This design comes from an exercise in tuning for small area, a short achievable clock period and few clock cycles on the open sky130 flow, not from production work. In this exercise RTL edits were held to simulation tests only and were not proved equivalent to the original.

==> flow/design.v <==
module divider(
	      input wire 	 clk,
	      input wire 	 resetn,
	      input wire 	 div,
	      input wire 	 isSigned,
	      input wire [31:0]  A,
	      input wire [31:0]  B,
	      output wire [31:0] Q,
	      output wire [31:0] R,
	      output wire 	 complete
	      );
    localparam IDLE = 3'd0, NORM = 3'd1, ITER = 3'd2, NEGR = 3'd3, NEGQ = 3'd4, DONE = 3'd5;
    reg [2:0]  st;
    reg        sA, sB;      
    reg [31:0] P;           
    reg [32:0] M;           
    reg [31:0] Qr;          
    reg [5:0]  cnt;
    reg [5:0]  cA, cB;      
    reg        cA1;         
    function [5:0] clz32(input [31:0] x);
        reg [15:0] v1, c1; reg [7:0] v2; reg [15:0] c2;
        reg [3:0] v3; reg [11:0] c3; reg [1:0] v4; reg [7:0] c4; reg [4:0] c5;
        integer i;
        begin
            for (i = 0; i < 16; i = i + 1) begin
                v1[i] = x[2*i+1] | x[2*i];
                c1[i] = ~x[2*i+1];
            end
            for (i = 0; i < 8; i = i + 1) begin
                v2[i] = v1[2*i+1] | v1[2*i];
                c2[2*i+:2] = v1[2*i+1] ? {1'b0, c1[2*i+1]} : {1'b1, c1[2*i]};
            end
            for (i = 0; i < 4; i = i + 1) begin
                v3[i] = v2[2*i+1] | v2[2*i];
                c3[3*i+:3] = v2[2*i+1] ? {1'b0, c2[4*i+2+:2]} : {1'b1, c2[4*i+:2]};
            end
            for (i = 0; i < 2; i = i + 1) begin
                v4[i] = v3[2*i+1] | v3[2*i];
                c4[4*i+:4] = v3[2*i+1] ? {1'b0, c3[6*i+3+:3]} : {1'b1, c3[6*i+:3]};
            end
            c5 = v4[1] ? {1'b0, c4[7:4]} : {1'b1, c4[3:0]};
            clz32 = (v4[1] | v4[0]) ? {1'b0, c5} : 6'd32;
        end
    endfunction
    wire        nA = isSigned & A[31];
    wire        nB = isSigned & B[31];
    wire [31:0] XA = nA ? {~A[30:0], 1'b1} : A;
    wire        A2k = &(A[31:1] | ~A[30:0]);
    wire [31:0] YB = B ^ {32{nB}};
    wire [7:0]  s2  = {1'b0, cB, 1'b1} + {1'b1, ~cA, ~cA1};
    wire [6:0]  s   = s2[7:1];
    reg  [32:0] Msh;
    integer j;
    always @* begin
        Msh = {1'b1, M[31:0]};
        for (j = 0; j < 6; j = j + 1)
            if (s[j]) Msh = (Msh << (1 << j)) | ({33{~sB}} & ~({33{1'b1}} << (1 << j)));
    end
    reg         inq;        
    wire [31:0] ngi = inq ? Qr : P;
    wire [31:0] ngo = ~ngi + 32'd1;
    reg  [33:0] g, p, gn, pn;
    reg  [32:0] T;
    integer i, k;
    always @* begin
        g[0] = ~sB; p[0] = 1'b0;
        for (i = 0; i < 33; i = i + 1) begin
            g[i+1] = (i < 32 ? P[i] : 1'b0) & M[i];
            p[i+1] = (i < 32 ? P[i] : 1'b0) ^ M[i];
        end
        for (k = 1; k < 34; k = k * 2) begin
            gn = g; pn = p;
            for (i = 0; i < 34; i = i + 1)
                if (i >= k) begin
                    gn[i] = g[i] | (p[i] & g[i-k]);
                    pn[i] = p[i] & p[i-k];
                end
            g = gn; p = pn;
        end
        for (i = 0; i < 33; i = i + 1)
            T[i] = (i < 32 ? P[i] : 1'b0) ^ M[i] ^ g[i];
    end
    wire        q   = ~T[32];
    reg  [32:0] TM;
    integer n;
    always @* begin
        TM[32] = M[32];
        for (n = 31; n >= 0; n = n - 1) TM[n] = TM[n+1] & M[n];
    end
    wire        skip2 = ~|(P & {1'b1, TM[32:2]}) & (cnt != 6'd0);
    wire        last  = (cnt == 6'd0) | (skip2 & (cnt == 6'd1));
    always @(posedge clk) begin
        sA <= nA;
        sB <= nB;
        cA <= clz32(XA);
        cA1 <= nA & ~A2k;
        cB <= clz32(YB);
    end
    always @(posedge clk) begin
        cnt <= (st == NORM) ? s[5:0] : skip2 ? cnt - 6'd2 : cnt - 6'd1;
        M   <= (st == IDLE) ? {1'b1, ~YB} :
               (st == NORM) ? Msh :
               skip2 ? {M[32], M[32], M[32:2]} : {M[32], M[32:1]};
    end
    always @(posedge clk)
        inq <= resetn & (((st == ITER) & last & ~sA & sB) | ((st == NEGR) & ~sB));
    always @(posedge clk) begin
        if (!resetn) begin
            st <= IDLE;
        end else begin
            case (st)
            IDLE: begin
                P  <= A;
                if (div) st <= NORM;
            end
            NORM: begin
                if (!s[6] && sA) P <= ngo;
                Qr  <= 32'd0;
                st  <= s[6] ? DONE : ITER;
            end
            ITER: begin
                if (skip2) begin
                    Qr  <= {Qr[29:0], 2'b00};
                end else begin
                    if (q) P <= T[31:0];
                    Qr  <= {Qr[30:0], q};
                end
                if (last) st <= sA ? NEGR : sB ? NEGQ : DONE;
            end
            NEGR: begin
                P   <= ngo;
                st  <= sB ? DONE : NEGQ;
            end
            NEGQ: begin
                Qr  <= ngo;
                st  <= DONE;
            end
            default: ;
            endcase
        end
    end
    assign complete = (st == DONE);
    assign Q = Qr;
    assign R = P;
endmodule
clock: 5.5 ns
lec_check: 0
abc_area: 1
cap_margin: 20
core_margin: 2
core_utilization: 40
place_density: 0.6
setup_slack_margin: 2.8
slew_margin: 20
tns_end_percent: 0
standard.sh (not shown) runs the stock make flow with config.mk's settings and CLKGATE_MAP_FILE= SYNTH_SCRIPT=/design/flow/synth_recipe.tcl, a recipe that flattens the netlist after the stock synthesis.
==> flow/flow/run.sh <==
#!/bin/bash
# The standard layout, with the smallest buffer (buf_1) on every input and
# output port instead of ORFS's default port buffer.
set -euo pipefail
bash standard.sh "BUFFER_PORTS_ARGS=-buffer_cell sky130_fd_sc_hd__buf_1" finish > flow_make.log 2>&1
Testbench counts at the start, summed over its fixed seeds: cycles 25,708.
Change:
--- a/flow/design.v
+++ b/flow/design.v
@@ -12,13 +12,13 @@
     localparam IDLE = 3'd0, NORM = 3'd1, ITER = 3'd2, NEGR = 3'd3, NEGQ = 3'd4, DONE = 3'd5;
     reg [2:0]  st;
     reg        sA, sB;      
     reg [31:0] P;           
     reg [32:0] M;           
     reg [31:0] Qr;          
-    reg [5:0]  cnt;
+    reg [4:0]  cnt;
     reg [5:0]  cA, cB;      
     reg        cA1;         
     function [5:0] clz32(input [31:0] x);
         reg [15:0] v1, c1; reg [7:0] v2; reg [15:0] c2;
         reg [3:0] v3; reg [11:0] c3; reg [1:0] v4; reg [7:0] c4; reg [4:0] c5;
         integer i;
@@ -47,21 +47,15 @@
     wire        nB = isSigned & B[31];
     wire [31:0] XA = nA ? {~A[30:0], 1'b1} : A;
     wire        A2k = &(A[31:1] | ~A[30:0]);
     wire [31:0] YB = B ^ {32{nB}};
     wire [7:0]  s2  = {1'b0, cB, 1'b1} + {1'b1, ~cA, ~cA1};
     wire [6:0]  s   = s2[7:1];
-    reg  [32:0] Msh;
-    integer j;
-    always @* begin
-        Msh = {1'b1, M[31:0]};
-        for (j = 0; j < 6; j = j + 1)
-            if (s[j]) Msh = (Msh << (1 << j)) | ({33{~sB}} & ~({33{1'b1}} << (1 << j)));
-    end
-    reg         inq;        
-    wire [31:0] ngi = inq ? Qr : P;
+    wire [4:0]  sc  = s[4:0] | {5{s[5]}};
+    wire [32:0] Msh = ({1'b1, M[31:0]} << sc) | ~({33{1'b1}} << sc) & {33{~sB}};
+    wire [31:0] ngi = (st == NEGQ) ? Qr : P;
     wire [31:0] ngo = ~ngi + 32'd1;
     reg  [33:0] g, p, gn, pn;
     reg  [32:0] T;
     integer i, k;
     always @* begin
         g[0] = ~sB; p[0] = 1'b0;
@@ -80,34 +74,31 @@
         end
         for (i = 0; i < 33; i = i + 1)
             T[i] = (i < 32 ? P[i] : 1'b0) ^ M[i] ^ g[i];
     end
     wire        q   = ~T[32];
     reg  [32:0] TM;
-    integer n;
+    integer j;
     always @* begin
         TM[32] = M[32];
-        for (n = 31; n >= 0; n = n - 1) TM[n] = TM[n+1] & M[n];
+        for (j = 31; j >= 0; j = j - 1) TM[j] = TM[j+1] & M[j];
     end
-    wire        skip2 = ~|(P & {1'b1, TM[32:2]}) & (cnt != 6'd0);
-    wire        last  = (cnt == 6'd0) | (skip2 & (cnt == 6'd1));
+    wire        skip2 = ~|(P & {1'b1, TM[32:2]}) & (cnt != 5'd0);
     always @(posedge clk) begin
         sA <= nA;
         sB <= nB;
         cA <= clz32(XA);
         cA1 <= nA & ~A2k;
         cB <= clz32(YB);
     end
     always @(posedge clk) begin
-        cnt <= (st == NORM) ? s[5:0] : skip2 ? cnt - 6'd2 : cnt - 6'd1;
+        cnt <= (st == NORM) ? sc : skip2 ? cnt - 5'd2 : cnt - 5'd1;
         M   <= (st == IDLE) ? {1'b1, ~YB} :
                (st == NORM) ? Msh :
                skip2 ? {M[32], M[32], M[32:2]} : {M[32], M[32:1]};
     end
-    always @(posedge clk)
-        inq <= resetn & (((st == ITER) & last & ~sA & sB) | ((st == NEGR) & ~sB));
     always @(posedge clk) begin
         if (!resetn) begin
             st <= IDLE;
         end else begin
             case (st)
             IDLE: begin
@@ -123,13 +114,13 @@
                 if (skip2) begin
                     Qr  <= {Qr[29:0], 2'b00};
                 end else begin
                     if (q) P <= T[31:0];
                     Qr  <= {Qr[30:0], q};
                 end
-                if (last) st <= sA ? NEGR : sB ? NEGQ : DONE;
+                if (cnt == 5'd0 || (skip2 && cnt == 5'd1)) st <= sA ? NEGR : sB ? NEGQ : DONE;
             end
             NEGR: begin
                 P   <= ngo;
                 st  <= sB ? DONE : NEGQ;
             end
             NEGQ: begin
Effect:
- The changed run finished clean
- setup slack gets worse by 0.025 ns
- critical path depth increases by 11
- design area increases by 7.6%
- cell count increases by 2.7%
- utilization increases by 3.8 points
- sequential share of layout area decreases by 1.7 points
- routed wire length increases by 22%
Testbench counts after the change, summed over its fixed seeds: cycles 25,708.

## port drivers added, routing unchanged
No port has a modelled driver above. Below, the same layouts with a new extraction and two added sets of constraints. Step 1: set_driving_cell puts a clkbuf_16 on clk and a buf_2 on each other input, an assumption about the parent block. Step 2 also shifts input and output timing later by t, the mid clock arrival at the registers, as if the neighbouring blocks saw the same clock. a / b / c = no drivers / after step 1 / after step 2; a / b = the first two.
| run | shift t [ns] | setup slack, ns | hold slack, ns |
|---|---|---|---|
| the first run | 0.480 | 2.323 / 2.346 / 1.866 | 0.599 / 0.599 / 0.599 |
| the second run | 0.489 | 2.299 / 2.299 / 1.983 | 0.525 / 0.525 / 0.525 |
After both steps every run listed still meets setup and hold. The setup slack of the first run, which loses most, moves by +0.023 ns with the drivers and by -0.457 ns with both steps.
